What follows belongs to an exercise in optimizing a design on an open flow for a short achievable clock period and few clock cycles per item; a production flow would make more cautious choices.
The RTL was checked by simulation tests, not by an equivalence proof against the original design.
Power figures rest on the tool's default switching activity, not on a simulated workload.

==> design/flow/design.v <==
typedef enum logic[6:0]
{
    LUI = 7'b0110111,
    AUIPC = 7'b0010111,
    JAL = 7'b1101111,
    JALR = 7'b1100111,
    BRANCH = 7'b1100011 
} opcode_t;
typedef struct packed 
{
    logic [24:0]    body;
    opcode_t        opcode;
} any_type_instr_t;
typedef struct packed 
{
    logic [19:0]    imm;
    logic [4:0]     rd;
    opcode_t        opcode;
} u_type_instr_t;
typedef struct packed 
{
    logic [11:0]    imm;
    logic [4:0]     rs1;
    logic [2:0]     funct3;
    logic [4:0]     rd;
    opcode_t        opcode;
} i_type_instr_t;
typedef struct packed
{   
    logic [6:0]     imm_pt2;
    logic [4:0]     rs2;
    logic [4:0]     rs1;
    logic [2:0]     funct3;
    logic [4:0]     imm_pt1;
    opcode_t        opcode;
} b_type_instr_t;
typedef union packed
{
    logic [31:0]        word;
    any_type_instr_t    any;
    u_type_instr_t      utype;
    i_type_instr_t      itype;
    b_type_instr_t      btype;
} instr_t;
typedef struct packed
{
    logic       pc_in_sel;
    logic [1:0] rd_in_sel;
    logic [2:0] alu_sel;
    logic       rs1_sel;
    logic       rs2_sel;
    logic       regfile_we;
} decoder_ctl_signals_t;
typedef enum logic [2:0]
{
    ADD = 0,
    SUB = 1,
    XOR = 2,
    OR  = 3,
    AND = 4,
    LSR = 5,
    LSL = 6
} alu_op_t;
typedef struct packed 
{
    logic zero;
    logic sign;
    logic overflow;
} alu_flags_t;
typedef enum logic [2:0]
{
    BEQ = 3'b000,
    BNE = 3'b001,
    BLT = 3'b100,
    BGE = 3'b101,
    BLTU = 3'b110,
    BGEU = 3'b111
} branch_t;
module pg_node_p
(
    input g_hi, p_hi, g_lo, p_lo,
    output ng, np
);
    assign ng = ~(g_hi | (p_hi & g_lo));
    assign np = ~(p_hi & p_lo);
endmodule
module pg_node_n
(
    input ng_hi, np_hi, ng_lo, np_lo,
    output g, p
);
    assign g = ~(ng_hi & (np_hi | ng_lo));
    assign p = ~(np_hi | np_lo);
endmodule
module pg_inv
(
    input g_in, p_in,
    output g, p
);
    assign g = ~g_in;
    assign p = ~p_in;
endmodule
module add_gp
(
    input a, b,
    output g, p
);
    assign g = a & b;
    assign p = a | b;
endmodule
module bit_xor
(
    input a, b,
    output x
);
    assign x = a ^ b;
endmodule
module add32
(
    input [31:0] a,
    input [31:0] b,
    output [31:0] s
);
    wire [31:0] x;
    wire [31:0] g0, p0, g1, p1, g2, p2, g3, p3, g4, p4, g5, p5;
    genvar i;
    generate
        for (i = 0; i < 32; i = i + 1)
        begin : lv0
            add_gp l (.a(a[i]), .b(b[i]), .g(g0[i]), .p(p0[i]));
            bit_xor xl (.a(a[i]), .b(b[i]), .x(x[i]));
        end
        for (i = 0; i < 32; i = i + 1)
        begin : lv1
            if (i >= 1)
                pg_node_p n (.g_hi(g0[i]), .p_hi(p0[i]), .g_lo(g0[i-1]), .p_lo(p0[i-1]), .ng(g1[i]), .np(p1[i]));
            else
                pg_inv n (.g_in(g0[i]), .p_in(p0[i]), .g(g1[i]), .p(p1[i]));
        end
        for (i = 0; i < 32; i = i + 1)
        begin : lv2
            if (i >= 2)
                pg_node_n n (.ng_hi(g1[i]), .np_hi(p1[i]), .ng_lo(g1[i-2]), .np_lo(p1[i-2]), .g(g2[i]), .p(p2[i]));
            else
                pg_inv n (.g_in(g1[i]), .p_in(p1[i]), .g(g2[i]), .p(p2[i]));
        end
        for (i = 0; i < 32; i = i + 1)
        begin : lv3
            if (i >= 4)
                pg_node_p n (.g_hi(g2[i]), .p_hi(p2[i]), .g_lo(g2[i-4]), .p_lo(p2[i-4]), .ng(g3[i]), .np(p3[i]));
            else
                pg_inv n (.g_in(g2[i]), .p_in(p2[i]), .g(g3[i]), .p(p3[i]));
        end
        for (i = 0; i < 32; i = i + 1)
        begin : lv4
            if (i >= 8)
                pg_node_n n (.ng_hi(g3[i]), .np_hi(p3[i]), .ng_lo(g3[i-8]), .np_lo(p3[i-8]), .g(g4[i]), .p(p4[i]));
            else
                pg_inv n (.g_in(g3[i]), .p_in(p3[i]), .g(g4[i]), .p(p4[i]));
        end
        for (i = 0; i < 32; i = i + 1)
        begin : lv5
            if (i >= 16)
                pg_node_p n (.g_hi(g4[i]), .p_hi(p4[i]), .g_lo(g4[i-16]), .p_lo(p4[i-16]), .ng(g5[i]), .np(p5[i]));
            else
                pg_inv n (.g_in(g4[i]), .p_in(p4[i]), .g(g5[i]), .p(p5[i]));
        end
    endgenerate
    assign s = {x[31:1] ^ ~g5[30:0], x[0]};
endmodule
module cmp_leaf
(
    input [1:0] a,
    input [1:0] b,
    input [1:0] e,
    output lt,
    output eq
);
    wire lt1 = ~a[1] & b[1];
    wire lt0 = ~a[0] & b[0];
    assign lt = lt1 | (e[1] & lt0);
    assign eq = e[1] & e[0];
endmodule
module cmp31
(
    input [30:0] a,
    input [30:0] b,
    output lt_low,
    output eq_low
);
    wire [31:0] ta = {1'b0, a};
    wire [31:0] tb = {1'b0, b};
    wire [31:0] te;
    assign te[31] = 1'b1;
    wire [15:0] lt1, eq1;
    wire [7:0]  nlt2, neq2;
    wire [3:0]  lt3, eq3;
    wire [1:0]  nlt4, neq4;
    genvar gi;
    generate
        for (gi = 0; gi < 31; gi = gi + 1)
        begin : g0
            bit_xor xb (.a(a[gi]), .b(~b[gi]), .x(te[gi]));
        end
        for (gi = 0; gi < 16; gi = gi + 1)
        begin : g1
            cmp_leaf n (.a(ta[2*gi +: 2]), .b(tb[2*gi +: 2]), .e(te[2*gi +: 2]), .lt(lt1[gi]), .eq(eq1[gi]));
        end
        for (gi = 0; gi < 8; gi = gi + 1)
        begin : g2
            pg_node_p n (.g_hi(lt1[2*gi+1]), .p_hi(eq1[2*gi+1]), .g_lo(lt1[2*gi]), .p_lo(eq1[2*gi]),
                         .ng(nlt2[gi]), .np(neq2[gi]));
        end
        for (gi = 0; gi < 4; gi = gi + 1)
        begin : g3
            pg_node_n n (.ng_hi(nlt2[2*gi+1]), .np_hi(neq2[2*gi+1]), .ng_lo(nlt2[2*gi]), .np_lo(neq2[2*gi]),
                         .g(lt3[gi]), .p(eq3[gi]));
        end
        for (gi = 0; gi < 2; gi = gi + 1)
        begin : g4
            pg_node_p n (.g_hi(lt3[2*gi+1]), .p_hi(eq3[2*gi+1]), .g_lo(lt3[2*gi]), .p_lo(eq3[2*gi]),
                         .ng(nlt4[gi]), .np(neq4[gi]));
        end
    endgenerate
    pg_node_n g5 (.ng_hi(nlt4[1]), .np_hi(neq4[1]), .ng_lo(nlt4[0]), .np_lo(neq4[0]),
                  .g(lt_low), .p(eq_low));
endmodule
module late_sel
(
    input eq_low, lt_low,
    input v_eq, v_lt, v_ge,
    output q
);
    assign q = eq_low ? v_eq : (lt_low ? v_lt : v_ge);
endmodule
module rf_dec
(
    input [4:0] idx,
    output [31:0] sel
);
    genvar gi;
    generate
        for (gi = 0; gi < 32; gi = gi + 1)
        begin : d
            assign sel[gi] = (gi != 0) && (idx == gi);
        end
    endgenerate
endmodule
module g_aoi22
(
    input s0, d0, s1, d1,
    output y
);
    assign y = ~((s0 & d0) | (s1 & d1));
endmodule
module g_nand4
(
    input a, b, c, d,
    output y
);
    assign y = ~(a & b & c & d);
endmodule
module g_nor2
(
    input a, b,
    output y
);
    assign y = ~(a | b);
endmodule
module g_nand2
(
    input a, b,
    output y
);
    assign y = ~(a & b);
endmodule
module rf_bit
(
    input [31:0] sel,
    input [31:0] d,
    output q
);
    wire [15:0] t;
    wire [3:0] u;
    wire [1:0] v;
    genvar gi;
    generate
        for (gi = 0; gi < 16; gi = gi + 1)
        begin : a
            g_aoi22 g (.s0(sel[2*gi]), .d0(d[2*gi]), .s1(sel[2*gi+1]), .d1(d[2*gi+1]), .y(t[gi]));
        end
        for (gi = 0; gi < 4; gi = gi + 1)
        begin : b
            g_nand4 g (.a(t[4*gi]), .b(t[4*gi+1]), .c(t[4*gi+2]), .d(t[4*gi+3]), .y(u[gi]));
        end
        for (gi = 0; gi < 2; gi = gi + 1)
        begin : c
            g_nor2 g (.a(u[2*gi]), .b(u[2*gi+1]), .y(v[gi]));
        end
    endgenerate
    g_nand2 g (.a(v[0]), .b(v[1]), .y(q));
endmodule
module rf_read
(
    input [31*32-1:0] regs,
    input [4:0] idx,
    output [31:0] q
);
    wire [31:0] sel;
    rf_dec dec (.idx(idx), .sel(sel));
    genvar gb, gi;
    generate
        for (gb = 0; gb < 32; gb = gb + 1)
        begin : bit_
            wire [31:0] d;
            assign d[0] = 1'b0;
            for (gi = 1; gi < 32; gi = gi + 1)
            begin : r
                assign d[gi] = regs[(gi-1)*32 + gb];
            end
            rf_bit rb (.sel(sel), .d(d), .q(q[gb]));
        end
    endgenerate
endmodule
module core
(
    input clk,
    input ce,
    input reset,
    input [31:0] memout,
    output [31:0] memaddr,
    output memrd
);
    reg [31:0] seq_r;     
    reg [31:0] tgt_r;     
    reg [31:0] jalr_r;    
    reg use_tgt, use_jalr;
    reg run;
    reg [31:0] regs [1:31];
    wire [31*32-1:0] regs_flat;
    genvar gi;
    generate
        for (gi = 1; gi < 32; gi = gi + 1)
        begin : flat
            assign regs_flat[(gi-1)*32 +: 32] = regs[gi];
        end
    endgenerate
    wire [31:0] pc = use_jalr ? jalr_r : use_tgt ? tgt_r : seq_r;
    wire [6:0] op  = memout[6:0];
    wire [4:0] rd  = memout[11:7];
    wire [2:0] f3  = memout[14:12];
    wire [4:0] rs1 = memout[19:15];
    wire [4:0] rs2 = memout[24:20];
    wire is_lui   = op == 7'b0110111;
    wire is_auipc = op == 7'b0010111;
    wire is_jal   = op == 7'b1101111;
    wire is_jalr  = op == 7'b1100111;
    wire is_br    = op == 7'b1100011;
    wire [31:0] uimm = {memout[31:12], 12'b0};
    wire [31:0] iimm = {{20{memout[31]}}, memout[31:20]};
    wire [31:0] jimm = {{12{memout[31]}}, memout[19:12], memout[20], memout[30:21], 1'b0};
    wire [31:0] bimm = {{20{memout[31]}}, memout[7], memout[30:25], memout[11:8], 1'b0};
    wire [31:0] a, b;
    rf_read rd_a (.regs(regs_flat), .idx(rs1), .q(a));
    rf_read rd_b (.regs(regs_flat), .idx(rs2), .q(b));
    wire lt_low, eq_low;
    cmp31 cmp (.a(a[30:0]), .b(b[30:0]), .lt_low(lt_low), .eq_low(eq_low));
    wire sdiff = a[31] ^ b[31];
    reg t_eq, t_lt, t_ge;
    always @*
    begin
        case (f3)
            3'b000: begin t_eq = !sdiff; t_lt = 1'b0;    t_ge = 1'b0;    end
            3'b001: begin t_eq = sdiff;  t_lt = 1'b1;    t_ge = 1'b1;    end
            3'b100: begin t_eq = sdiff;  t_lt = !sdiff;  t_ge = sdiff;   end
            3'b101: begin t_eq = !sdiff; t_lt = sdiff;   t_ge = !sdiff;  end
            default: begin t_eq = 1'b0;  t_lt = 1'b0;    t_ge = 1'b0;    end
        endcase
    end
    wire go = ce & !reset;
    wire use_tgt_d;
    late_sel ls (.eq_low(eq_low), .lt_low(lt_low),
                 .v_eq(go & (is_jal | (is_br & t_eq))),
                 .v_lt(go & (is_jal | (is_br & t_lt))),
                 .v_ge(go & (is_jal | (is_br & t_ge))),
                 .q(use_tgt_d));
    wire [31:0] pc4, tgt, jalr_t, pc_u;
    add32 add_seq  (.a(pc), .b(32'd4), .s(pc4));
    add32 add_tgt  (.a(pc), .b(is_jal ? jimm : bimm), .s(tgt));
    add32 add_jalr (.a(a), .b(iimm), .s(jalr_t));
    add32 add_u    (.a(pc), .b(uimm), .s(pc_u));
    wire we = is_lui | is_auipc | is_jal | is_jalr;
    wire [31:0] wdata = is_lui   ? uimm :
                        is_auipc ? pc_u : pc4;
    assign memaddr = pc;
    assign memrd = run;
    always @ (posedge clk)
    begin
        tgt_r <= tgt;
        jalr_r <= {jalr_t[31:1], 1'b0};
        use_tgt <= use_tgt_d;
        use_jalr <= go & is_jalr;
        if (reset)
        begin
            seq_r <= 32'd0;
            run <= 1'b1;
        end
        else if (ce)
        begin
            seq_r <= pc4;
            if (we && rd != 5'd0)
                regs[rd] <= wdata;
        end
        else
            seq_r <= pc;
    end
endmodule
==> design/flow/run.sh <==
#!/bin/bash
# synth_recipe.tcl (not shown) runs the flow's synth.tcl, then flattens the netlist and writes it again
# the make line also repeats each setting of config.mk as NAME=value (left out here)
make -C /OpenROAD-flow-scripts/flow DESIGN_CONFIG=/design/flow/config.mk WORK_HOME=/design/flow/orfs CLKGATE_MAP_FILE= SYNTH_SCRIPT=/design/flow/synth_recipe.tcl finish
==> design/flow/config.mk <==
export PLATFORM = sky130hd
export DESIGN_NAME = core
export DESIGN_NICKNAME = core
export VERILOG_FILES = /design/flow/design.v
export SDC_FILE = /design/flow/constraint.sdc
export NUM_CORES = 4
export LEC_CHECK = 0
export CAP_MARGIN = 20
export CORE_MARGIN = 2
export CORE_UTILIZATION = 40
export PLACE_DENSITY = 0.6
export SETUP_SLACK_MARGIN = 5
export SLEW_MARGIN = 20
export SYNTH_HIERARCHICAL = 1
export SYNTH_MINIMUM_KEEP_SIZE = 0
export TNS_END_PERCENT = 100
==> design/flow/constraint.sdc <==
create_clock -name core_clock -period 10.0 [get_ports {clk}]
set_input_delay 2.0000 -clock core_clock [delete_from_list [all_inputs] [get_ports {clk}]]
set_output_delay 2.0000 -clock core_clock [all_outputs]
set_load 0.01 [all_outputs]
==> results.py, run 1 <==
metrics = {
    "status": {
        "status": "timing/DRC/antenna clean",
    },
    "finish": {
        "syn_to_final_growth_pct": 18.9,
        "utilization_pct": 47.8,
        "fin_nets": 5311,
        "fillCellCount": 13600,
        "layout_common_cells": "a22oi_2, edfxtp_1, nand2_1",
        "fin_area_um2": 72600,
        "drive_gt1_share_pct": 45.9,
        "mostFrequentLayoutCell": "a22oi_2",
    },
    "setup_path": {
        "path_class": "in -> reg",
        "required_ns": 10.64,
        "cp-start-kind": "primary input",
        "critPathArrivalTime_ns": 5.66,
        "cp-end-kind": "flop",
        "worst-path-max-fanout": 16,
        "rrSetupSlack_ns": 5.70,
    },
    "power_and_ir_drop": {
        "p_leak_nw": 22.6,
        "p_per_area_nw_per_um2": 187,
        "ir_worst_vdd_mv": 0.156,
        "fin_total_pwr_mw": 13.5,
    },
    "route": {
        "num_vias": 45400,
        "wl_per_cell_um": 32.1,
        "antenna_left": 0,
        "dr.pass1.iters": 6,
        "drc": 0,
        "drt_iter0_markers": 5159,
        "wl_mm": 238,
        "vias_per_cell": 6.14,
    },
    "placement": {
        "placed_cell_area_um2": 66400,
        "portBuffers": 66,
        "hpwl_mm": 150,
        "gp_congestion": 0.979,
    },
    "floorplan": {
        "rows": 143,
        "die_area_um2": 156000,
        "core_area_um2": 152000,
        "boundaryPins": 68,
        "die_h_um": 395,
        "die_w_um": 395,
        "initial_core_util_pct": 40.2,
    },
    "logic_synthesis": {
        "syn_area_um2": 61000,
        "avgSynthCellArea_um2": 13.1,
        "yosys_warnings": 7,
        "syn_inst": 4673,
    },
    "timing": {
        "worstMarginPinSlew_ns": 1.22,
        "drv_slew": 0,
        "relSlewSlack_pct": 18.7,
        "timing_hold_violations_final": 0,
        "skew_ns": 0.0525,
        "final-setup-viol-count": 0,
        "fmax_mhz": 199,
        "rsz0062_at_grt": "no",
        "min_period_over_period_pct": 50.2,
        "hold_ws_ns": 0.673,
        "min_period_ns": 5.02,
        "tns_ns": 0,
    },
    "cts": {
        "cts-buffers-inserted": 117,
        "insertion_delay_ns": 0.80,
        "cts_tree": "built",
        "clkTransAtPathRegs_ns": 0.06,
        "cts_buffer_depth": 3,
        "cts_max_level": 3,
        "cts_sinks": 1089,
        "clock-root-buffer": "clkbuf_16",
    },
    "hold_path": {
        "hold_path_class": "reg -> reg",
    },
    "grt": {
        "grt_max_degree": 68,
        "grt_pass1_vias": 43400,
        "track_usage_pct": 29.2,
        "overflow": 0,
        "antenna_found_initial": 10,
        "grt_pass1_wl_mm": 324,
    },
    "flow_run": {
        "drv_cap": 0,
    },
}
## layer usage
| metal | GRT usage, % | vias to the layer above | part of all wire (%) | wire length, um |
|---|---|---|---|---|
| li1 | - | 19400 | - | - |
| met4 | 14.9 | 4 | 5.9 | 14100 |
| met1 | 39.5 | 23100 | 41 | 96800 |
| met2 | 44.4 | 2356 | 44 | 104000 |
| met3 | 5.76 | 489 | 9.4 | 22300 |
| met5 | 0.154 | - | 0.019 | 46 |
## repair_timing
item                                    4_1_cts  5_1_grt
endpoints found under the hold margin         0        0
hold buffers                                  0        0
cloned                                        4        8
gates resized for setup                     209      173
buffers inserted                             82       44
endpoints found under the setup margin       36       28
pin swaps                                    59       64
## per-stage QoR
step,instances,setup slack [ns]
finish,7396,4.98
global route,7391,4.99
CTS,7335,5.00
detailed placement,7047,2.78
global placement,7047,2.83
floorplan,4866,4.61
## sequential cells by signal, summed over array words and instances, names as in the netlist
register / count
tgt_r: 32
use_tgt: 1
jalr_r: 31
use_jalr: 1
seq_r: 32
regs: 992
## worst paths after layout
check / start / to / depth (start not counted)
worst max-delay path: memout[22] / use_tgt / 20
worst min-delay path: use_jalr / seq_r[0] / 3
worst max register to register: use_tgt / regs[23][23] / 12
worst min register to register: use_jalr / seq_r[0] / 3
## area by class of cell
cell class	instances	area [um2]	area share, %
inverter	173	649	0.895
antenna	7	17.5	0.0241
tap	2030	2540	3.50
timing repair buffer	337	3490	4.81
sequential	1089	31700	43.7
multi-input combinational	3558	30600	42.1
clock buffer	155	3100	4.27
clock inverter	47	467	0.643
## power breakdown
group          leakage [nW]  switching (mW)  total, mW  internal (mW)
Sequential             9.73          0.0586       5.75           5.70
Clock                  1.72            1.87       4.15           2.28
Combinational          11.1            2.65       3.64          0.989
Total                  22.6            4.58       13.5           8.97
## worst max-delay path, cell delays in order
cell and delay [ns]:
clkdlybuf4s50_1 0.45, buf_12 0.17, or3b_4 0.28, nor2_4 0.06
buf_4 0.14, buf_12 0.15, buf_4 0.13, a22oi_2 0.16
nand4_1 0.40, nor2_2 0.37, nand2_1 0.16, inv_1 0.10
xor2_1 0.17, and2_1 0.14, nand2_1 0.07, o21ai_2 0.14
a21oi_2 0.08, o21ai_4 0.16, mux2i_1 0.21, o21ai_1 0.07
Testbench counts, summed over its fixed seeds: cycles 32,896, fetches 32,768.
==> run 2, diff against run 1 <==
==> design/flow/flow/run.sh (new file) <==
#!/bin/bash
set -euo pipefail
bash standard.sh SETUP_SLACK_MARGIN=6.2 MATCH_CELL_FOOTPRINT=0 finish > flow_make.log 2>&1
==> design/flow/standard.sh (new file) <==
#!/bin/bash
# synth_recipe.tcl (not shown) runs the flow's synth.tcl, then flattens the netlist and writes it again
# the make line also repeats each setting of config.mk as NAME=value (left out here)
make -C /OpenROAD-flow-scripts/flow DESIGN_CONFIG=/design/flow/config.mk WORK_HOME=/design/flow/orfs CLKGATE_MAP_FILE= SYNTH_SCRIPT=/design/flow/synth_recipe.tcl "${@:-finish}"
--- a/design/flow/config.mk
+++ b/design/flow/config.mk
@@ -11,3 +11,2 @@
 export PLACE_DENSITY = 0.6
-export SETUP_SLACK_MARGIN = 5
 export SLEW_MARGIN = 20
removed: design/flow/run.sh
==> run 2 against run 1 <==
Still clean on timing, DRC and antenna. Power up 11%. Clock-buffer cell count is 18 lower. First-iteration DRC count rose by 11%. Fmax rose by 6.9%. Clock power grew 3%. Sequential cell count unchanged. Hold slack gained 0.10 ns. Wire length increased by 8.5%. Critical endpoint unchanged. Largest cell class is now multi-input combinational cells. Highest routed layer is now met4.
==> results.py, run 2 <==
metrics = {
    "logic_synthesis": {
        "yosys_warnings": 7,
        "avgSynthCellArea_um2": 13.1,
        "syn_inst": 4673,
        "syn_area_um2": 61000,
    },
    "grt": {
        "grt_max_degree": 64,
        "antenna_found_initial": 13,
        "track_usage_pct": 31.9,
        "grt_pass1_wl_mm": 351,
        "overflow": 0,
        "grt_pass1_vias": 45700,
    },
    "setup_path": {
        "crit_buf_inv": 4,
        "reg2regPathDepth": 21,
        "crit_path_start": "memout[22]",
        "r2r-end": "regs[17][31]",
        "cp-end-kind": "flop",
        "critPathArrivalTime_ns": 5.37,
        "worstPathCellList": "clkbuf_4 -> nand3b_1 -> buf_4 -> nor2_4 -> buf_6 -> a22oi_2 -> nand4_1 -> nor2_4 -> nand2_2 -> inv_1 -> xor2_1 -> and2_1 -> a21oi_2 -> o21ai_2 -> a21oi_2 -> o21ai_2 -> mux2i_1 -> o21ai_1",
        "cp_slowest_cell": "nand4_1",
        "path_class": "in -> reg",
        "worst-path-max-fanout": 32,
        "cp-start-kind": "primary input",
        "r2r-start": "use_tgt",
        "critPathMaxStageDelay_ns": 0.50,
        "rrSetupSlack_ns": 5.92,
        "required_ns": 10.68,
        "crit_family": "simple AND/OR/NAND/NOR gates",
    },
    "cts": {
        "insertion_delay_ns": 0.79,
        "clkTransAtPathRegs_ns": 0.06,
        "cts-buffers-inserted": 116,
        "clock-root-buffer": "clkbuf_16",
        "cts_tree": "built",
        "cts_max_level": 3,
        "cts_sinks": 1089,
        "cts_buffer_depth": 3,
    },
    "floorplan": {
        "core_area_um2": 152000,
        "rows": 143,
        "die_h_um": 395,
        "initial_core_util_pct": 40.2,
        "die_w_um": 395,
        "die_area_um2": 156000,
        "boundaryPins": 68,
    },
    "timing": {
        "timing_hold_violations_final": 0,
        "worstMarginPinSlew_ns": 0.940,
        "fmax_mhz": 213,
        "skew_ns": 0.0571,
        "min_period_over_period_pct": 47.0,
        "rsz0062_at_grt": "yes",
        "tns_ns": 0,
        "final-setup-viol-count": 0,
        "drv_slew": 0,
        "relSlewSlack_pct": 37.4,
        "min_period_ns": 4.70,
    },
    "finish": {
        "largest_register_ffs": 992,
        "largestRegisters": "regs (992), seq_r (32), tgt_r (32)",
        "syn_to_final_growth_pct": 28.3,
        "top_register": "regs",
        "stdcell_count": 7663,
        "layout_common_cells": "a22oi_2, edfxtp_1, buf_4",
        "drive_gt1_share_pct": 53.3,
        "mostFrequentLayoutCell": "a22oi_2",
        "fin_nets": 5561,
    },
    "placement": {
        "portBuffers": 66,
        "hpwl_mm": 154,
        "gp_congestion": 0.947,
        "dp_cells": 7049,
    },
    "power_and_ir_drop": {
        "p_leak_nw": 25.4,
        "fin_total_pwr_mw": 15.0,
        "p_per_area_nw_per_um2": 192,
        "ir_worst_vdd_mv": 0.156,
    },
    "hold_path": {
        "hold_path_class": "reg -> reg",
        "min_path_cells": 4,
        "hold_end": "seq_r[0]",
        "hold_start": "seq_r[0]",
    },
    "flow_run": {
        "drv_cap": 0,
    },
    "route": {
        "dr.pass1.iters": 6,
        "num_vias": 47800,
        "drt_iter0_markers": 5714,
        "antenna_left": 0,
        "vias_per_cell": 6.24,
        "drc": 0,
        "wl_per_cell_um": 33.7,
        "wl_mm": 258,
    },
    "status": {
        "status": "timing/DRC/antenna clean",
    },
}
## run 2: worst register-to-register path, delay by kind of cell, from the launching register on
family                    cells  cell delay [ns]
AOI/OAI and AO/OA             6             0.80
xor gates and xnor gates      1             0.15
buffers and inverters        10             1.34
DFF                           1             0.44
muxes                         3             0.78
and+or+nand+nor               1             0.28
## run 2: report_power, final
part	internal (mW)	switching (mW)	leakage (nW)	total, mW
registers	5.68	0.0781	9.73	5.76
logic	1.69	3.28	13.9	4.97
clock network	2.39	1.90	1.81	4.28
total	9.76	5.26	25.4	15.0
## run 2: layer usage
metal,vias up,wire length [um],GRT usage (%)
met3,676,28900,8.56
met5,-,0,0
met4,0,18100,18.9
met2,2716,112000,47.4
li1,20000,-,-
met1,24400,98900,41.5
## run 2: worst max path at each step
stage / to / depth (start not counted) / slack (ns)
after floorplan: use_tgt / 15 / 5.34
after global placement: jalr_r[22] / 15 / 3.03
final: use_tgt / 18 / 5.30
after global routing: jalr_r[25] / 16 / 5.33
after CTS: use_tgt / 19 / 5.55
after detailed placement: use_tgt / 16 / 2.95
## run 2: cell type report
class	count	area (um2)
diodes	9	22.5
clock buffers	137	3010
clock inverters	79	728
fillers	13000	73500
inverters	173	667
multi-input cells	3567	32800
flip-flops and latches	1089	31700
well taps	2030	2540
repair buffers	579	6750
## run 2: per-stage QoR
step                hold WS (ns)  setup WS [ns]  utilization [%]  area [um2]
finish                     0.776           5.30             51.6       78300
global route               0.804           5.33             51.6       78300
CTS                        0.705           5.55             50.6       76700
detailed placement         0.674           2.95             44.3       67200
global placement           0.662           3.03             44.3       67200
floorplan                  0.623           5.34                -       63300
## run 2: timing repair
item	in CTS	in global routing
hold buffers	0	0
resized for setup	812	179
buffers inserted	291	59
pin swaps	276	91
endpoints found under the setup margin	2016	860
cloned	33	6
==> run 3, diff against run 2 <==
--- a/design/flow/design.v
+++ b/design/flow/design.v
@@ -170,14 +170,58 @@
 endmodule
-module cmp_leaf
+module lt_leaf
 (
-    input [1:0] a,
-    input [1:0] b,
-    input [1:0] e,
-    output lt,
-    output eq
-);
-    wire lt1 = ~a[1] & b[1];
-    wire lt0 = ~a[0] & b[0];
-    assign lt = lt1 | (e[1] & lt0);
-    assign eq = e[1] & e[0];
+    input a, b,
+    output lt, le
+);
+    assign lt = ~a & b;
+    assign le = ~a | b;
+endmodule
+module lt_node_p
+(
+    input lt_hi, le_hi, lt_lo, le_lo,
+    output nlt, nle
+);
+    assign nlt = ~(lt_hi | (le_hi & lt_lo));
+    assign nle = ~(lt_hi | (le_hi & le_lo));
+endmodule
+module lt_node_n
+(
+    input nlt_hi, nle_hi, nlt_lo, nle_lo,
+    output lt, le
+);
+    assign lt = ~(nlt_hi & (nle_hi | nlt_lo));
+    assign le = ~(nlt_hi & (nle_hi | nle_lo));
+endmodule
+module bit_xnor
+(
+    input a, b,
+    output e
+);
+    assign e = ~(a ^ b);
+endmodule
+module g_mux2i
+(
+    input s, a1, a0,
+    output y
+);
+    assign y = ~(s ? a1 : a0);
+endmodule
+module g_a21oi
+(
+    input a1, a2, b1,
+    output y
+);
+    assign y = ~((a1 & a2) | b1);
+endmodule
+module late_sel
+(
+    input lt_hi, le_hi, lt_lo,
+    input eq_low,
+    input v_eq, v_lt, v_ge,
+    output q
+);
+    wire nlt, nw;
+    g_a21oi l (.a1(le_hi), .a2(lt_lo), .b1(lt_hi), .y(nlt));
+    g_mux2i m1 (.s(nlt), .a1(v_ge), .a0(v_lt), .y(nw));
+    g_mux2i m2 (.s(eq_low), .a1(~v_eq), .a0(nw), .y(q));
 endmodule
@@ -187,13 +231,16 @@
     input [30:0] b,
-    output lt_low,
+    output lt_hi, le_hi, lt_lo, le_lo,
     output eq_low
 );
-    wire [31:0] ta = {1'b0, a};
-    wire [31:0] tb = {1'b0, b};
-    wire [31:0] te;
-    assign te[31] = 1'b1;
-    wire [15:0] lt1, eq1;
-    wire [7:0]  nlt2, neq2;
-    wire [3:0]  lt3, eq3;
-    wire [1:0]  nlt4, neq4;
+    wire [31:0] lt0, le0;
+    assign lt0[31] = 1'b0;
+    assign le0[31] = 1'b1;
+    wire [15:0] nlt1, nle1;
+    wire [7:0]  lt2, le2;
+    wire [3:0]  nlt3, nle3;
+    wire [1:0]  lt4, le4;
+    wire [30:0] e;
+    wire [7:0] ne1;
+    wire [3:0] eq2;
+    wire [1:0] neq3;
     genvar gi;
@@ -202,3 +249,4 @@
         begin : g0
-            bit_xor xb (.a(a[gi]), .b(~b[gi]), .x(te[gi]));
+            lt_leaf l (.a(a[gi]), .b(b[gi]), .lt(lt0[gi]), .le(le0[gi]));
+            bit_xnor x (.a(a[gi]), .b(b[gi]), .e(e[gi]));
         end
@@ -206,3 +254,4 @@
         begin : g1
-            cmp_leaf n (.a(ta[2*gi +: 2]), .b(tb[2*gi +: 2]), .e(te[2*gi +: 2]), .lt(lt1[gi]), .eq(eq1[gi]));
+            lt_node_p n (.lt_hi(lt0[2*gi+1]), .le_hi(le0[2*gi+1]), .lt_lo(lt0[2*gi]), .le_lo(le0[2*gi]),
+                         .nlt(nlt1[gi]), .nle(nle1[gi]));
         end
@@ -210,4 +259,4 @@
         begin : g2
-            pg_node_p n (.g_hi(lt1[2*gi+1]), .p_hi(eq1[2*gi+1]), .g_lo(lt1[2*gi]), .p_lo(eq1[2*gi]),
-                         .ng(nlt2[gi]), .np(neq2[gi]));
+            lt_node_n n (.nlt_hi(nlt1[2*gi+1]), .nle_hi(nle1[2*gi+1]), .nlt_lo(nlt1[2*gi]), .nle_lo(nle1[2*gi]),
+                         .lt(lt2[gi]), .le(le2[gi]));
         end
@@ -215,4 +264,4 @@
         begin : g3
-            pg_node_n n (.ng_hi(nlt2[2*gi+1]), .np_hi(neq2[2*gi+1]), .ng_lo(nlt2[2*gi]), .np_lo(neq2[2*gi]),
-                         .g(lt3[gi]), .p(eq3[gi]));
+            lt_node_p n (.lt_hi(lt2[2*gi+1]), .le_hi(le2[2*gi+1]), .lt_lo(lt2[2*gi]), .le_lo(le2[2*gi]),
+                         .nlt(nlt3[gi]), .nle(nle3[gi]));
         end
@@ -220,16 +269,169 @@
         begin : g4
-            pg_node_p n (.g_hi(lt3[2*gi+1]), .p_hi(eq3[2*gi+1]), .g_lo(lt3[2*gi]), .p_lo(eq3[2*gi]),
-                         .ng(nlt4[gi]), .np(neq4[gi]));
+            lt_node_n n (.nlt_hi(nlt3[2*gi+1]), .nle_hi(nle3[2*gi+1]), .nlt_lo(nlt3[2*gi]), .nle_lo(nle3[2*gi]),
+                         .lt(lt4[gi]), .le(le4[gi]));
+        end
+        for (gi = 0; gi < 8; gi = gi + 1)
+        begin : e1
+            if (gi < 7)
+                g_nand4 n (.a(e[4*gi]), .b(e[4*gi+1]), .c(e[4*gi+2]), .d(e[4*gi+3]), .y(ne1[gi]));
+            else
+                g_nand4 n (.a(e[28]), .b(e[29]), .c(e[30]), .d(1'b1), .y(ne1[gi]));
+        end
+        for (gi = 0; gi < 4; gi = gi + 1)
+        begin : e2
+            g_nor2 n (.a(ne1[2*gi]), .b(ne1[2*gi+1]), .y(eq2[gi]));
+        end
+        for (gi = 0; gi < 2; gi = gi + 1)
+        begin : e3
+            g_nand2 n (.a(eq2[2*gi]), .b(eq2[2*gi+1]), .y(neq3[gi]));
         end
     endgenerate
-    pg_node_n g5 (.ng_hi(nlt4[1]), .np_hi(neq4[1]), .ng_lo(nlt4[0]), .np_lo(neq4[0]),
-                  .g(lt_low), .p(eq_low));
+    g_nor2 e4 (.a(neq3[0]), .b(neq3[1]), .y(eq_low));
+    assign lt_hi = lt4[1];
+    assign le_hi = le4[1];
+    assign lt_lo = lt4[0];
+    assign le_lo = le4[0];
 endmodule
-module late_sel
+module jalr_hi_bit
 (
-    input eq_low, lt_low,
-    input v_eq, v_lt, v_ge,
-    output q
+    input h, inc, dec, s, is_jalr, tgt,
+    output y1, y0
 );
-    assign q = eq_low ? v_eq : (lt_low ? v_lt : v_ge);
+    assign y1 = is_jalr ? (s ? h : inc) : tgt;
+    assign y0 = is_jalr ? (s ? dec : h) : tgt;
+endmodule
+module bit_xnor2
+(
+    input a, b,
+    output y
+);
+    assign y = ~(a ^ b);
+endmodule
+module jalr_hi
+(
+    input [19:0] h,
+    input s,
+    input is_jalr,
+    input [19:0] tgt,
+    output [19:0] y1,     
+    output [19:0] y0
+);
+    wire [19:0] o1, o2, o3, o4, o5, z1, z2, z3, z4, z5;
+    wire [19:0] inc, dec;
+    genvar i;
+    generate
+        for (i = 0; i < 20; i = i + 1)
+        begin : t
+            if (i >= 1) begin : l1
+                g_nand2 a (.a(h[i]), .b(h[i-1]), .y(o1[i]));
+                g_nor2  b (.a(h[i]), .b(h[i-1]), .y(z1[i]));
+            end else begin : l1p
+                assign o1[i] = ~h[i];
+                assign z1[i] = ~h[i];
+            end
+            if (i >= 2) begin : l2
+                g_nor2  a (.a(o1[i]), .b(o1[i-2]), .y(o2[i]));
+                g_nand2 b (.a(z1[i]), .b(z1[i-2]), .y(z2[i]));
+            end else begin : l2p
+                assign o2[i] = ~o1[i];
+                assign z2[i] = ~z1[i];
+            end
+            if (i >= 4) begin : l3
+                g_nand2 a (.a(o2[i]), .b(o2[i-4]), .y(o3[i]));
+                g_nor2  b (.a(z2[i]), .b(z2[i-4]), .y(z3[i]));
+            end else begin : l3p
+                assign o3[i] = ~o2[i];
+                assign z3[i] = ~z2[i];
+            end
+            if (i >= 8) begin : l4
+                g_nor2  a (.a(o3[i]), .b(o3[i-8]), .y(o4[i]));
+                g_nand2 b (.a(z3[i]), .b(z3[i-8]), .y(z4[i]));
+            end else begin : l4p
+                assign o4[i] = ~o3[i];
+                assign z4[i] = ~z3[i];
+            end
+            if (i >= 16) begin : l5
+                g_nand2 a (.a(o4[i]), .b(o4[i-16]), .y(o5[i]));
+                g_nor2  b (.a(z4[i]), .b(z4[i-16]), .y(z5[i]));
+            end else begin : l5p
+                assign o5[i] = ~o4[i];
+                assign z5[i] = ~z4[i];
+            end
+            if (i == 0) begin : b0
+                assign inc[i] = ~h[i];
+                assign dec[i] = ~h[i];
+            end else begin : bn
+                bit_xnor2 xi (.a(h[i]), .b(o5[i-1]), .y(inc[i]));
+                bit_xor   xd (.a(h[i]), .b(z5[i-1]), .x(dec[i]));
+            end
+            jalr_hi_bit hb (.h(h[i]), .inc(inc[i]), .dec(dec[i]), .s(s), .is_jalr(is_jalr), .tgt(tgt[i]),
+                            .y1(y1[i]), .y0(y0[i]));
+        end
+    endgenerate
+endmodule
+module csel
+(
+    input c, y1, y0,
+    output y
+);
+    assign y = c ? y1 : y0;
+endmodule
+module jalr_sel
+(
+    input [31:0] a,
+    input [11:0] imm,
+    input is_jalr,
+    input [31:0] tgt,
+    output [31:0] d
+);
+    wire [11:0] x, g0, p0, g1, p1, g2, p2, g3, p3, g4, p4;
+    genvar i;
+    generate
+        for (i = 0; i < 12; i = i + 1)
+        begin : lv0
+            add_gp l (.a(a[i]), .b(imm[i]), .g(g0[i]), .p(p0[i]));
+            bit_xor xl (.a(a[i]), .b(imm[i]), .x(x[i]));
+        end
+        for (i = 0; i < 12; i = i + 1)
+        begin : lv1
+            if (i >= 1)
+                pg_node_p n (.g_hi(g0[i]), .p_hi(p0[i]), .g_lo(g0[i-1]), .p_lo(p0[i-1]), .ng(g1[i]), .np(p1[i]));
+            else
+                pg_inv n (.g_in(g0[i]), .p_in(p0[i]), .g(g1[i]), .p(p1[i]));
+        end
+        for (i = 0; i < 12; i = i + 1)
+        begin : lv2
+            if (i >= 2)
+                pg_node_n n (.ng_hi(g1[i]), .np_hi(p1[i]), .ng_lo(g1[i-2]), .np_lo(p1[i-2]), .g(g2[i]), .p(p2[i]));
+            else
+                pg_inv n (.g_in(g1[i]), .p_in(p1[i]), .g(g2[i]), .p(p2[i]));
+        end
+        for (i = 0; i < 12; i = i + 1)
+        begin : lv3
+            if (i >= 4)
+                pg_node_p n (.g_hi(g2[i]), .p_hi(p2[i]), .g_lo(g2[i-4]), .p_lo(p2[i-4]), .ng(g3[i]), .np(p3[i]));
+            else
+                pg_inv n (.g_in(g2[i]), .p_in(p2[i]), .g(g3[i]), .p(p3[i]));
+        end
+        for (i = 0; i < 12; i = i + 1)
+        begin : lv4
+            if (i >= 8)
+                pg_node_n n (.ng_hi(g3[i]), .np_hi(p3[i]), .ng_lo(g3[i-8]), .np_lo(p3[i-8]), .g(g4[i]), .p(p4[i]));
+            else
+                pg_inv n (.g_in(g3[i]), .p_in(p3[i]), .g(g4[i]), .p(p4[i]));
+        end
+        for (i = 1; i < 12; i = i + 1)
+        begin : lo
+            csel c (.c(g4[i-1]), .y1(is_jalr ? ~x[i] : tgt[i]), .y0(is_jalr ? x[i] : tgt[i]), .y(d[i]));
+        end
+    endgenerate
+    assign d[0] = is_jalr ? 1'b0 : tgt[0];
+    wire [19:0] y1, y0;
+    jalr_hi hi (.h(a[31:12]), .s(imm[11]), .is_jalr(is_jalr), .tgt(tgt[31:12]), .y1(y1), .y0(y0));
+    generate
+        for (i = 12; i < 32; i = i + 1)
+        begin : hi_sel
+            csel c (.c(g4[11]), .y1(y1[i-12]), .y0(y0[i-12]), .y(d[i]));
+        end
+    endgenerate
 endmodule
@@ -334,5 +536,5 @@
     reg [31:0] seq_r;     
-    reg [31:0] tgt_r;     
-    reg [31:0] jalr_r;    
-    reg use_tgt, use_jalr;
+    reg [31:0] alt_r;     
+    reg use_alt;
+    reg [3:0] use_alt_o;  
     reg run;
@@ -347,3 +549,10 @@
     endgenerate
-    wire [31:0] pc = use_jalr ? jalr_r : use_tgt ? tgt_r : seq_r;
+    wire [31:0] pc = use_alt ? alt_r : seq_r;
+    genvar gk;
+    generate
+        for (gk = 0; gk < 4; gk = gk + 1)
+        begin : out_sel
+            assign memaddr[8*gk +: 8] = use_alt_o[gk] ? alt_r[8*gk +: 8] : seq_r[8*gk +: 8];
+        end
+    endgenerate
     wire [6:0] op  = memout[6:0];
@@ -365,4 +574,5 @@
     rf_read rd_b (.regs(regs_flat), .idx(rs2), .q(b));
-    wire lt_low, eq_low;
-    cmp31 cmp (.a(a[30:0]), .b(b[30:0]), .lt_low(lt_low), .eq_low(eq_low));
+    wire lt_hi, le_hi, lt_lo, le_lo, eq_low;
+    cmp31 cmp (.a(a[30:0]), .b(b[30:0]), .lt_hi(lt_hi), .le_hi(le_hi), .lt_lo(lt_lo), .le_lo(le_lo),
+               .eq_low(eq_low));
     wire sdiff = a[31] ^ b[31];
@@ -380,12 +590,21 @@
     wire go = ce & !reset;
-    wire use_tgt_d;
-    late_sel ls (.eq_low(eq_low), .lt_low(lt_low),
-                 .v_eq(go & (is_jal | (is_br & t_eq))),
-                 .v_lt(go & (is_jal | (is_br & t_lt))),
-                 .v_ge(go & (is_jal | (is_br & t_ge))),
-                 .q(use_tgt_d));
-    wire [31:0] pc4, tgt, jalr_t, pc_u;
+    wire jump = is_jal | is_jalr;
+    wire v_eq = go & (jump | (is_br & t_eq));
+    wire v_lt = go & (jump | (is_br & t_lt));
+    wire v_ge = go & (jump | (is_br & t_ge));
+    wire use_alt_d;
+    wire [3:0] use_alt_o_d;
+    late_sel ls (.lt_hi(lt_hi), .le_hi(le_hi), .lt_lo(lt_lo), .eq_low(eq_low),
+                 .v_eq(v_eq), .v_lt(v_lt), .v_ge(v_ge), .q(use_alt_d));
+    generate
+        for (gk = 0; gk < 4; gk = gk + 1)
+        begin : out_dec
+            late_sel ls (.lt_hi(lt_hi), .le_hi(le_hi), .lt_lo(lt_lo), .eq_low(eq_low),
+                         .v_eq(v_eq), .v_lt(v_lt), .v_ge(v_ge), .q(use_alt_o_d[gk]));
+        end
+    endgenerate
+    wire [31:0] pc4, tgt, pc_u, alt_d;
+    jalr_sel js (.a(a), .imm(memout[31:20]), .is_jalr(is_jalr), .tgt(tgt), .d(alt_d));
     add32 add_seq  (.a(pc), .b(32'd4), .s(pc4));
     add32 add_tgt  (.a(pc), .b(is_jal ? jimm : bimm), .s(tgt));
-    add32 add_jalr (.a(a), .b(iimm), .s(jalr_t));
     add32 add_u    (.a(pc), .b(uimm), .s(pc_u));
@@ -394,3 +613,2 @@
                         is_auipc ? pc_u : pc4;
-    assign memaddr = pc;
     assign memrd = run;
@@ -398,6 +616,5 @@
     begin
-        tgt_r <= tgt;
-        jalr_r <= {jalr_t[31:1], 1'b0};
-        use_tgt <= use_tgt_d;
-        use_jalr <= go & is_jalr;
+        alt_r <= alt_d;
+        use_alt <= use_alt_d;
+        use_alt_o <= use_alt_o_d;
         if (reset)
==> run 3 against run 2 <==
Critical path depth stayed put. Die area up 0.84%. Clock power rose by 1%. Via count is 1.3% higher. Global-route usage is 1.1 points lower. Cell count is 0.34% higher. Largest power group unchanged. Register-to-register slack improved by 0.10 ns. Critical endpoint is now use_alt_o[1]. Wire length fell by 0.29%. Clock skew decreased by 0.012 ns. Sequential cell count shrank 28. Sequential power shrank 0.9%. Cell area grew 0.39%.
==> results.py, run 3 <==
metrics = {
    "setup_path": {
        "crit_path_start": "memout[22]",
        "reg2regPathDepth": 10,
        "worst-path-max-fanout": 8,
        "cp-start-kind": "primary input",
        "crit_end": "use_alt_o[1]",
        "crit_top_cell": "buf_8",
        "required_ns": 10.60,
        "critPathMaxStageDelay_ns": 0.32,
        "rrSetupSlack_ns": 6.02,
        "critPathArrivalTime_ns": 5.13,
        "cp_slowest_cell": "or3b_4",
        "r2r-start": "use_alt",
        "r2r-end": "regs[13][23]",
        "worstPathCellList": "buf_8 -> buf_8 -> or3b_4 -> nor2_4 -> buf_12 -> buf_8 -> a22oi_2 -> nand4_1 -> nor2_2 -> nand2_1 -> nand2b_1 -> a21oi_1 -> o21ai_2 -> a21oi_4 -> o21ai_4 -> a21oi_2 -> mux2i_1 -> mux2i_1",
        "cp-end-kind": "flop",
        "path_class": "in -> reg",
    },
    "route": {
        "wl_mm": 257,
        "drc": 0,
        "vias_per_cell": 6.30,
        "wl_per_cell_um": 33.5,
        "num_vias": 48400,
        "antenna_left": 0,
        "dr.pass1.iters": 6,
        "drt_iter0_markers": 5757,
    },
    "power_and_ir_drop": {
        "swShare_pct": 35.6,
        "p_comb_share_pct": 33.4,
        "ir_worst_vdd_mv": 0.140,
        "p_sw_mw": 5.37,
        "seqPwrFrac_pct": 37.9,
        "internal_power_mw": 9.72,
        "p_leak_nw": 25.3,
        "p_clk_share_pct": 28.7,
        "p_per_area_nw_per_um2": 192,
        "fin_total_pwr_mw": 15.1,
    },
    "finish": {
        "stdcell_count": 7689,
        "top_register": "regs",
        "drive_gt1_share_pct": 51.2,
        "syn_to_final_growth_pct": 27.7,
        "largest_register_ffs": 992,
        "mostFrequentLayoutCell": "a22oi_2",
        "largestRegisters": "regs (992), alt_r (32), seq_r (32)",
        "fillCellCount": 12900,
        "fin_nets": 5593,
        "layout_common_cells": "a22oi_2, edfxtp_1, nand2_1",
    },
    "timing": {
        "relSlewSlack_pct": 15.8,
        "setup_slack_ns": 5.47,
        "min_period_over_period_pct": 45.3,
        "timing_hold_violations_final": 0,
        "drv_slew": 0,
        "min_period_ns": 4.53,
        "final-setup-viol-count": 0,
        "rsz0062_at_grt": "yes",
        "skew_ns": 0.0446,
        "tns_ns": 0,
        "worstMarginPinSlew_ns": 1.26,
        "fmax_mhz": 221,
    },
    "placement": {
        "dp_cells": 7108,
        "hpwl_mm": 149,
        "pre_cts_ws_ns": 2.82,
        "portBuffers": 66,
        "gp_congestion": 0.936,
    },
    "hold_path": {
        "hold_path_class": "reg -> reg",
        "min_path_cells": 3,
    },
    "cts": {
        "clock-root-buffer": "clkbuf_16",
        "cts_tree": "built",
        "insertion_delay_ns": 0.77,
        "cts_buffer_depth": 3,
        "cts-buffers-inserted": 116,
        "clkTransAtPathRegs_ns": 0.06,
        "cts_sinks": 1061,
        "cts_max_level": 3,
    },
    "floorplan": {
        "initial_core_util_pct": 40.4,
        "die_h_um": 396,
        "rows": 143,
        "die_w_um": 396,
        "core_area_um2": 152000,
        "boundaryPins": 68,
        "die_area_um2": 157000,
    },
    "logic_synthesis": {
        "syn_area_um2": 61500,
        "syn_inst": 4759,
        "yosys_warnings": 7,
        "avgSynthCellArea_um2": 12.9,
    },
    "status": {
        "status": "timing/DRC/antenna clean",
    },
    "grt": {
        "overflow": 0,
        "track_usage_pct": 30.7,
        "grt_pass1_vias": 46700,
        "grt_pass1_wl_mm": 346,
        "grt_max_degree": 67,
        "antenna_found_initial": 12,
    },
    "flow_run": {
        "drv_cap": 0,
    },
}
[run 3: cell types whose count changed in the layout (fill, tap and decap cells not counted), sizes merged, moves of 32 or more]
| cell | before | now |
|---|---|---|
| xor2 | 159 | 127 |
| nand2b | 8 | 46 |
| mux2i | 22 | 82 |
| o21ai | 264 | 202 |
| inv | 177 | 141 |
| nor2 | 374 | 449 |
| nor2b | 2 | 46 |
| mux2 | 67 | 190 |
| nor3 | 35 | 1 |
| a21oi | 302 | 349 |
| buf | 532 | 433 |
| and2 | 140 | 108 |
[run 3: stage by stage]
stage | utilization (%) | hold WS [ns] | cell area (um2)
2_1_floorplan | - | 0.658 | 63400
3_3_place_gp | 44.0 | 0.749 | 67100
3_5_place_dp | 44.0 | 0.755 | 67100
4_1_cts | 50.3 | 0.778 | 76700
5_1_grt | 51.5 | 0.826 | 78600
6_report | 51.5 | 0.793 | 78600
[run 3: final cells by class]
type	count	area [um2]	area share [%]
tap	2030	2540	3.23
multi-input combinational	3745	34500	43.9
timing repair buffer	495	6040	7.68
inverter	139	531	0.675
clock buffer	140	3000	3.82
sequential	1061	31200	39.7
antenna	6	15.0	0.0191
clock inverter	73	801	1.02
[run 3: repair_timing]
action / CTS / global route
gates resized for setup: 797 / 288
pin swaps: 231 / 131
hold buffers: 0 / 0
setup buffers: 210 / 71
gates cloned: 60 / 21
endpoints found under the setup margin: 2053 / 766
[run 3: worst min-delay path by stage]
stage / to / start
global placement: seq_r[31] / seq_r[31]
global route: seq_r[31] / seq_r[31]
finish: seq_r[31] / seq_r[31]
floorplan: seq_r[31] / alt_r[31]
detailed placement: seq_r[31] / seq_r[31]
CTS: seq_r[31] / seq_r[31]
[run 3: power groups by stage]
stage,Combinational [mW],Clock [mW],Sequential (mW)
after global placement,3.73,0,5.81
after floorplan,2.43,0,5.74
after detailed placement,3.76,0,5.81
final,5.04,4.33,5.71
after CTS,4.45,4.37,5.71
after global routing,5.18,4.54,5.72
[run 3: worst max-delay path, delay by kind of cell]
kind	cells	cell delay, ns
simple gates	6	1.12
compound gates	6	1.09
buf+inv	4	0.60
mux	2	0.29
[run 3: per-layer routing]
layer / routed length (um) / up-vias / global-route usage [%]
li1: - / 20300 / -
met1: 103000 / 24800 / 40.9
met2: 113000 / 2747 / 47.6
met3: 24600 / 595 / 6.06
met4: 17200 / 4 / 15.8
met5: 28 / - / 0
Testbench counts of run 3, summed over its fixed seeds: cycles 32,896, fetches 32,768.
==> run 4, diff against run 3 <==
--- a/design/flow/design.v
+++ b/design/flow/design.v
@@ -437,2 +437,16 @@
 endmodule
+module g_nand3
+(
+    input a, b, c,
+    output y
+);
+    assign y = ~(a & b & c);
+endmodule
+module g_inv
+(
+    input a,
+    output y
+);
+    assign y = ~a;
+endmodule
 module rf_dec
@@ -442,7 +456,26 @@
 );
+    wire [4:0] n;
+    wire [3:0] p2;
+    wire [7:0] p3;
     genvar gi;
     generate
+        for (gi = 0; gi < 5; gi = gi + 1)
+        begin : iv
+            g_inv v (.a(idx[gi]), .y(n[gi]));
+        end
+        for (gi = 0; gi < 4; gi = gi + 1)
+        begin : d2
+            g_nand2 g (.a(gi[0] ? idx[0] : n[0]), .b(gi[1] ? idx[1] : n[1]), .y(p2[gi]));
+        end
+        for (gi = 0; gi < 8; gi = gi + 1)
+        begin : d3
+            g_nand3 g (.a(gi[0] ? idx[2] : n[2]), .b(gi[1] ? idx[3] : n[3]), .c(gi[2] ? idx[4] : n[4]),
+                       .y(p3[gi]));
+        end
         for (gi = 0; gi < 32; gi = gi + 1)
         begin : d
-            assign sel[gi] = (gi != 0) && (idx == gi);
+            if (gi == 0)
+                assign sel[gi] = 1'b0;
+            else
+                g_nor2 g (.a(p3[gi / 4]), .b(p2[gi % 4]), .y(sel[gi]));
         end
@@ -485,4 +518,6 @@
     wire [15:0] t;
-    wire [3:0] u;
-    wire [1:0] v;
+    wire [7:0] u;
+    wire [3:0] v;
+    wire [1:0] w;
+    wire nq;
     genvar gi;
@@ -493,7 +528,7 @@
         end
-        for (gi = 0; gi < 4; gi = gi + 1)
+        for (gi = 0; gi < 8; gi = gi + 1)
         begin : b
-            g_nand4 g (.a(t[4*gi]), .b(t[4*gi+1]), .c(t[4*gi+2]), .d(t[4*gi+3]), .y(u[gi]));
+            g_nand2 g (.a(t[2*gi]), .b(t[2*gi+1]), .y(u[gi]));
         end
-        for (gi = 0; gi < 2; gi = gi + 1)
+        for (gi = 0; gi < 4; gi = gi + 1)
         begin : c
@@ -501,4 +536,9 @@
         end
+        for (gi = 0; gi < 2; gi = gi + 1)
+        begin : d_
+            g_nand2 g (.a(v[2*gi]), .b(v[2*gi+1]), .y(w[gi]));
+        end
     endgenerate
-    g_nand2 g (.a(v[0]), .b(v[1]), .y(q));
+    g_nor2 g (.a(w[0]), .b(w[1]), .y(nq));
+    g_inv gq (.a(nq), .y(q));
 endmodule
==> run 4 against run 3 <==
Still clean. Synthesized area is 2.4% higher. Via count increased by 4.8%. Global-route usage increased by 0.25 points. Sequential cell count did not move. Combinational power increased by 11%. Clock skew grew 0.0094 ns. Cell area rose by 3.0%. Cell count grew 8.0%. Hold slack worse by 0.0075 ns. Largest power group unchanged. Highest routed layer unchanged.
==> results.py, run 4 <==
metrics = {
    "status": {
        "status": "timing/DRC/antenna clean",
    },
    "timing": {
        "fmax_mhz": 213,
        "skew_ns": 0.0540,
        "worstMarginPinSlew_ns": 1.02,
        "drv_slew": 0,
        "setup_slack_ns": 5.30,
        "rsz0062_at_grt": "yes",
        "hold_ws_ns": 0.786,
        "min_period_ns": 4.70,
        "relSlewSlack_pct": 31.8,
        "timing_hold_violations_final": 0,
        "tns_ns": 0,
        "final-setup-viol-count": 0,
        "min_period_over_period_pct": 47.0,
    },
    "setup_path": {
        "worstPathCellList": "clkbuf_2 -> buf_12 -> clkinvlp_4 -> nand2_8 -> buf_4 -> nor2_4 -> clkbuf_16 -> a22oi_2 -> nand2_1 -> nor2_4 -> nand2_1 -> nor2_1 -> inv_1 -> nor2b_2 -> a21oi_1 -> o21ai_2 -> a21oi_4 -> o21ai_4 -> a21oi_2 -> mux2i_1 -> mux2i_1",
        "reg2regPathDepth": 10,
        "rrSetupSlack_ns": 6.15,
        "r2r-end": "regs[22][22]",
        "critPathArrivalTime_ns": 5.32,
        "cp_slowest_cell": "nor2_4",
        "path_class": "in -> reg",
        "r2r-start": "use_alt",
        "critPathMaxStageDelay_ns": 0.26,
        "required_ns": 10.61,
        "worst-path-max-fanout": 8,
        "cp-end-kind": "flop",
        "cp-start-kind": "primary input",
    },
    "finish": {
        "multiInputGateArea_um2": 36500,
        "mostFrequentLayoutCell": "a22oi_2",
        "layout_common_cells": "a22oi_2, edfxtp_1, nand2_1",
        "largestRegisters": "regs (992), alt_r (32), seq_r (32)",
        "largest_register_ffs": 992,
        "final-seq-area_um2": 31200,
        "fillCellCount": 13300,
        "syn_to_final_growth_pct": 28.5,
        "utilization_pct": 51.8,
        "drive_gt1_share_pct": 49.3,
        "top_register": "regs",
        "fin_nets": 6170,
    },
    "power_and_ir_drop": {
        "p_leak_nw": 28.7,
        "p_per_area_nw_per_um2": 194,
        "ir_worst_vdd_mv": 0.163,
    },
    "cts": {
        "cts_buffer_depth": 3,
        "postCtsHoldBufs": 0,
        "clock-root-buffer": "clkbuf_16",
        "insertion_delay_ns": 0.77,
        "cts-buffers-inserted": 119,
        "clkTransAtPathRegs_ns": 0.06,
        "cts_tree": "built",
        "cts_max_level": 3,
        "cts_sinks": 1061,
    },
    "grt": {
        "grt_pass1_wl_mm": 357,
        "antenna_found_initial": 26,
        "track_usage_pct": 31.0,
        "grt_max_degree": 85,
        "overflow": 0,
        "grt_pass1_vias": 47600,
    },
    "logic_synthesis": {
        "avgSynthCellArea_um2": 11.8,
        "syn_inst": 5339,
        "syn_area_um2": 63000,
        "yosys_warnings": 7,
    },
    "floorplan": {
        "die_w_um": 401,
        "core_area_um2": 156000,
        "initial_core_util_pct": 40.3,
        "die_h_um": 401,
        "rows": 145,
        "die_area_um2": 161000,
        "boundaryPins": 68,
    },
    "route": {
        "wl_per_cell_um": 32.3,
        "dr.pass1.iters": 6,
        "num_vias": 50800,
        "antenna_left": 0,
        "drc": 0,
        "vias_per_cell": 6.11,
        "wl_mm": 268,
        "drt_iter0_markers": 7289,
    },
    "placement": {
        "hpwl_mm": 155,
        "pre_cts_ws_ns": 2.71,
        "portBuffers": 66,
        "gp_congestion": 0.936,
    },
    "flow_run": {
        "drv_cap": 0,
    },
    "hold_path": {
        "hold_start": "seq_r[31]",
        "hold_path_class": "reg -> reg",
        "hold_end": "seq_r[31]",
        "min_path_cells": 3,
    },
}
run 4: area by class of cell:
cell class,count,share of cell area (%)
diodes,14,0.0433
clock buffers,145,3.85
clock inverters,75,0.871
inverters,213,1.09
multi-input cells,4258,45.1
flip-flops and latches,1061,38.5
well taps,2058,3.18
repair buffers,482,7.37
run 4: where the power goes:
part           switching (mW)  internal (mW)  leakage [nW]
clock network            1.89           2.49          1.87
registers              0.0861           5.63          9.49
logic                    3.89           1.69          17.4
total                    5.87           9.81          28.7
run 4: what timing repair did:
item	in CTS	in global routing
cloned	57	28
endpoints found under the setup margin	1960	1396
gates resized for setup	1020	282
pin swaps	211	104
buffers inserted	213	50
run 4: worst max path at each step:
| stage | cells after the start | from | slack (ns) | endpoint |
|---|---|---|---|---|
| 2_1_floorplan | 15 | memout[19] | 5.04 | alt_r[12] |
| 3_3_place_gp | 20 | memout[19] | 2.53 | alt_r[28] |
| 3_5_place_dp | 16 | memout[15] | 2.71 | alt_r[24] |
| 4_1_cts | 21 | memout[15] | 5.54 | alt_r[23] |
| 5_1_grt | 25 | memout[17] | 5.28 | alt_r[27] |
| 6_report | 21 | memout[20] | 5.30 | use_alt_o[3] |
run 4: metal layers:
metal,track usage (%),vias to the layer above,wire (um)
met5,0.297,-,73
met4,15.7,12,17300
met3,7.81,611,33600
met2,44.1,3112,110000
met1,43.5,25600,107000
li1,-,21400,-
run 4: critical path: cells and delay by family:
family / cells / cell delay [ns]
AND/OR/NAND/NOR: 7 / 1.07
multiplexers: 2 / 0.30
buffers and inverters: 6 / 0.91
AO/OA/AOI/OAI: 6 / 1.01
run 4: stage by stage:
step	total power [mW]	instances	area [um2]
floorplan	8.20	5533	64900
global placement	9.84	7724	68700
detailed placement	9.88	7724	68700
CTS	14.9	8214	79100
global route	16.0	8294	80900
finish	15.7	8306	81000
Testbench counts of run 4, summed over its fixed seeds: cycles 32,896, fetches 32,768.
==> run 5, diff against run 4 <==
--- a/design/flow/design.v
+++ b/design/flow/design.v
@@ -296,7 +296,12 @@
 (
-    input h, inc, dec, s, is_jalr, tgt,
-    output y1, y0
+    input h, na, z, s, is_jalr, tgt, c,
+    output y
 );
-    assign y1 = is_jalr ? (s ? h : inc) : tgt;
-    assign y0 = is_jalr ? (s ? dec : h) : tgt;
+    wire k1 = is_jalr ? (s ? h : ~h) : tgt;    
+    wire k0 = is_jalr ? h : tgt;               
+    wire m1 = is_jalr ? (s ? ~h : h) : tgt;    
+    wire y1n, y0n;
+    g_mux2i p1 (.s(na), .a1(k0), .a0(k1), .y(y1n));
+    g_mux2i p0 (.s(z), .a1(m1), .a0(k0), .y(y0n));
+    g_mux2i pc (.s(c), .a1(y1n), .a0(y0n), .y(y));
 endmodule
@@ -315,7 +320,6 @@
     input [19:0] tgt,
-    output [19:0] y1,     
-    output [19:0] y0
+    input c,              
+    output [19:0] y
 );
     wire [19:0] o1, o2, o3, o4, o5, z1, z2, z3, z4, z5;
-    wire [19:0] inc, dec;
     genvar i;
@@ -360,10 +364,8 @@
             if (i == 0) begin : b0
-                assign inc[i] = ~h[i];
-                assign dec[i] = ~h[i];
+                jalr_hi_bit hb (.h(h[i]), .na(1'b0), .z(1'b1), .s(s), .is_jalr(is_jalr), .tgt(tgt[i]), .c(c),
+                                .y(y[i]));
             end else begin : bn
-                bit_xnor2 xi (.a(h[i]), .b(o5[i-1]), .y(inc[i]));
-                bit_xor   xd (.a(h[i]), .b(z5[i-1]), .x(dec[i]));
+                jalr_hi_bit hb (.h(h[i]), .na(o5[i-1]), .z(z5[i-1]), .s(s), .is_jalr(is_jalr), .tgt(tgt[i]), .c(c),
+                                .y(y[i]));
             end
-            jalr_hi_bit hb (.h(h[i]), .inc(inc[i]), .dec(dec[i]), .s(s), .is_jalr(is_jalr), .tgt(tgt[i]),
-                            .y1(y1[i]), .y0(y0[i]));
         end
@@ -424,3 +426,3 @@
         begin : lo
-            csel c (.c(g4[i-1]), .y1(is_jalr ? ~x[i] : tgt[i]), .y0(is_jalr ? x[i] : tgt[i]), .y(d[i]));
+            g_mux2i c (.s(g4[i-1]), .a1(is_jalr ? x[i] : ~tgt[i]), .a0(is_jalr ? ~x[i] : ~tgt[i]), .y(d[i]));
         end
@@ -428,10 +430,3 @@
     assign d[0] = is_jalr ? 1'b0 : tgt[0];
-    wire [19:0] y1, y0;
-    jalr_hi hi (.h(a[31:12]), .s(imm[11]), .is_jalr(is_jalr), .tgt(tgt[31:12]), .y1(y1), .y0(y0));
-    generate
-        for (i = 12; i < 32; i = i + 1)
-        begin : hi_sel
-            csel c (.c(g4[11]), .y1(y1[i-12]), .y0(y0[i-12]), .y(d[i]));
-        end
-    endgenerate
+    jalr_hi hi (.h(a[31:12]), .s(imm[11]), .is_jalr(is_jalr), .tgt(tgt[31:12]), .c(g4[11]), .y(d[31:12]));
 endmodule
@@ -550,6 +545,9 @@
 );
-    wire [31:0] sel;
-    rf_dec dec (.idx(idx), .sel(sel));
+    wire [4*32-1:0] sel;
     genvar gb, gi;
     generate
+        for (gb = 0; gb < 4; gb = gb + 1)
+        begin : dec_
+            rf_dec dec (.idx(idx), .sel(sel[32*gb +: 32]));
+        end
         for (gb = 0; gb < 32; gb = gb + 1)
@@ -562,3 +560,3 @@
             end
-            rf_bit rb (.sel(sel), .d(d), .q(q[gb]));
+            rf_bit rb (.sel(sel[32*(gb/8) +: 32]), .d(d), .q(q[gb]));
         end
==> run 5 against run 4 <==
Cell area is 1.8% higher. Wire length is 8.6% lower. Clock-buffer cell count is 6 lower. Clock power is 4.6% higher. Sequential power hardly changed. Worst setup slack better by 0.22 ns. Critical endpoint is now use_alt_o[2]. Largest power group unchanged.
==> results.py, run 5 <==
metrics = {
    "status": {
        "status": "timing/DRC/antenna clean",
    },
    "power_and_ir_drop": {
        "p_leak_nw": 28.4,
        "ir_worst_vdd_mv": 0.158,
        "p_per_area_nw_per_um2": 187,
    },
    "setup_path": {
        "critPathMaxStageDelay_ns": 0.31,
        "crit_end": "use_alt_o[2]",
        "worstPathCellList": "buf_12 -> buf_16 -> clkinvlp_4 -> nand3_4 -> buf_4 -> nor2_4 -> a22oi_2 -> nand2_1 -> nor2_1 -> nand2_2 -> nor2_2 -> inv_1 -> nor2b_2 -> a21oi_2 -> o21ai_2 -> a21oi_2 -> o21ai_4 -> a21oi_2 -> mux2i_1 -> mux2i_1",
        "crit_path_start": "memout[22]",
        "r2r-end": "regs[23][25]",
        "crit_top_cell": "a21oi_2",
        "r2r-start": "use_alt",
        "path_class": "in -> reg",
        "critPathArrivalTime_ns": 5.14,
        "cp-end-kind": "flop",
        "required_ns": 10.65,
        "worst-path-max-fanout": 8,
        "cp_slowest_cell": "clkinvlp_4",
        "rrSetupSlack_ns": 5.60,
        "reg2regPathDepth": 9,
        "cp-start-kind": "primary input",
    },
    "grt": {
        "antenna_found_initial": 10,
        "overflow": 0,
        "grt_max_degree": 80,
        "grt_pass1_vias": 49100,
        "track_usage_pct": 28.8,
        "grt_pass1_wl_mm": 342,
    },
    "placement": {
        "hpwl_mm": 163,
        "placed_cell_area_um2": 71700,
        "portBuffers": 66,
        "gp_congestion": 0.994,
    },
    "route": {
        "drc": 0,
        "drt_iter0_markers": 4710,
        "vias_per_cell": 5.79,
        "wl_per_cell_um": 28.5,
        "num_vias": 49900,
        "dr.pass1.iters": 8,
        "wl_mm": 245,
        "antenna_left": 0,
    },
    "finish": {
        "fin_area_um2": 82400,
        "syn_to_final_growth_pct": 28.1,
        "fillCellCount": 13900,
        "largest_register_ffs": 992,
        "layout_common_cells": "a22oi_2, edfxtp_1, nand2_1",
        "drive_gt1_share_pct": 49.3,
        "mostFrequentLayoutCell": "a22oi_2",
        "fin_nets": 6385,
        "top_register": "regs",
        "largestRegisters": "regs (992), alt_r (32), seq_r (32)",
    },
    "logic_synthesis": {
        "syn_area_um2": 64400,
        "syn_inst": 5632,
        "avgSynthCellArea_um2": 11.4,
        "yosys_warnings": 7,
    },
    "timing": {
        "skew_ns": 0.0701,
        "rsz0062_at_grt": "yes",
        "min_period_ns": 4.49,
        "timing_hold_violations_final": 0,
        "relSlewSlack_pct": 20.9,
        "fmax_mhz": 223,
        "hold_ws_ns": 0.738,
        "final-setup-viol-count": 0,
        "tns_ns": 0,
        "drv_slew": 0,
        "min_period_over_period_pct": 44.9,
        "worstMarginPinSlew_ns": 1.19,
    },
    "cts": {
        "insertion_delay_ns": 0.80,
        "cts_sinks": 1061,
        "clkTransAtPathRegs_ns": 0.06,
        "cts_tree": "built",
        "clock-root-buffer": "clkbuf_16",
        "postCtsHoldBufs": 0,
        "cts_max_level": 3,
        "cts_buffer_depth": 3,
        "cts-buffers-inserted": 118,
    },
    "floorplan": {
        "die_h_um": 405,
        "boundaryPins": 68,
        "die_w_um": 405,
        "core_area_um2": 160000,
        "initial_core_util_pct": 40.2,
        "rows": 147,
        "die_area_um2": 164000,
    },
    "flow_run": {
        "drv_cap": 0,
    },
    "hold_path": {
        "hold_path_class": "reg -> reg",
    },
}
-- run 5: worst max-delay path, delay by kind of cell --
family                 cells  cell delay, ns
AOI/OAI and AO/OA          6            0.94
buffers and inverters      5            0.86
muxes                      2            0.31
and+or+nand+nor            7            0.99
-- run 5: how the worst min path moves through the flow --
| stage | slack, ns | cells past startpoint | start | to |
|---|---|---|---|---|
| 6_report | 0.74 | 3 | seq_r[31] | seq_r[31] |
| 5_1_grt | 0.80 | 3 | seq_r[31] | seq_r[31] |
| 4_1_cts | 0.73 | 3 | seq_r[31] | seq_r[31] |
| 3_5_place_dp | 0.72 | 3 | seq_r[31] | seq_r[31] |
| 3_3_place_gp | 0.69 | 3 | seq_r[31] | seq_r[31] |
| 2_1_floorplan | 0.66 | 3 | alt_r[31] | seq_r[31] |
-- run 5: repair_timing --
action	in CTS	in global routing
gates resized for setup	508	298
setup endpoints to repair	2053	1067
hold endpoints to repair	0	0
pin swaps	148	216
cloned	25	9
setup buffers	160	147
-- run 5: layout make-up --
| class | count | area (um2) | share of cell area (%) |
|---|---|---|---|
| Antenna cell | 8 | 20.0 | 0.0243 |
| Clock buffer | 139 | 3100 | 3.76 |
| Clock inverter | 81 | 992 | 1.20 |
| Inverter | 242 | 1040 | 1.27 |
| Multi-Input combinational cell | 4491 | 38800 | 47.1 |
| Sequential cell | 1061 | 31200 | 37.8 |
| Tap cell | 2160 | 2700 | 3.28 |
| Timing Repair Buffer | 436 | 4610 | 5.59 |
-- run 5: power breakdown --
group          switching (mW)  internal, mW
registers              0.0887          5.63
clock network            1.95          2.65
logic                    3.44          1.66
-- run 5: metrics by stage --
step,instances,power (mW),worst slack (ns),util [%]
2_1_floorplan,5826,8.39,5.51,-
3_3_place_gp,8048,9.85,3.60,44.7
3_5_place_dp,8049,9.89,3.62,44.7
4_1_cts,8454,15.0,5.54,49.9
5_1_grt,8613,15.9,5.48,51.4
6_report,8618,15.4,5.51,51.5
-- run 5: per-layer routing --
layer  part of all wire [%]  track usage, %  up-vias
met2                     45            45.6     2033
met5                  0.016               0        -
met4                    5.6            13.2        4
li1                       -               -    22200
met3                    7.3            5.01      552
met1                     42            38.4    25100
Testbench counts of run 5, summed over its fixed seeds: cycles 32,896, fetches 32,768.

Check on run 5: ideal ports give 5.513 ns setup slack; a clkbuf_16 on the clock port and buf_2 on the inputs give 5.526 ns; moving port delays by the midpoint clock arrival (0.846 ns) as well gives 4.682 ns.
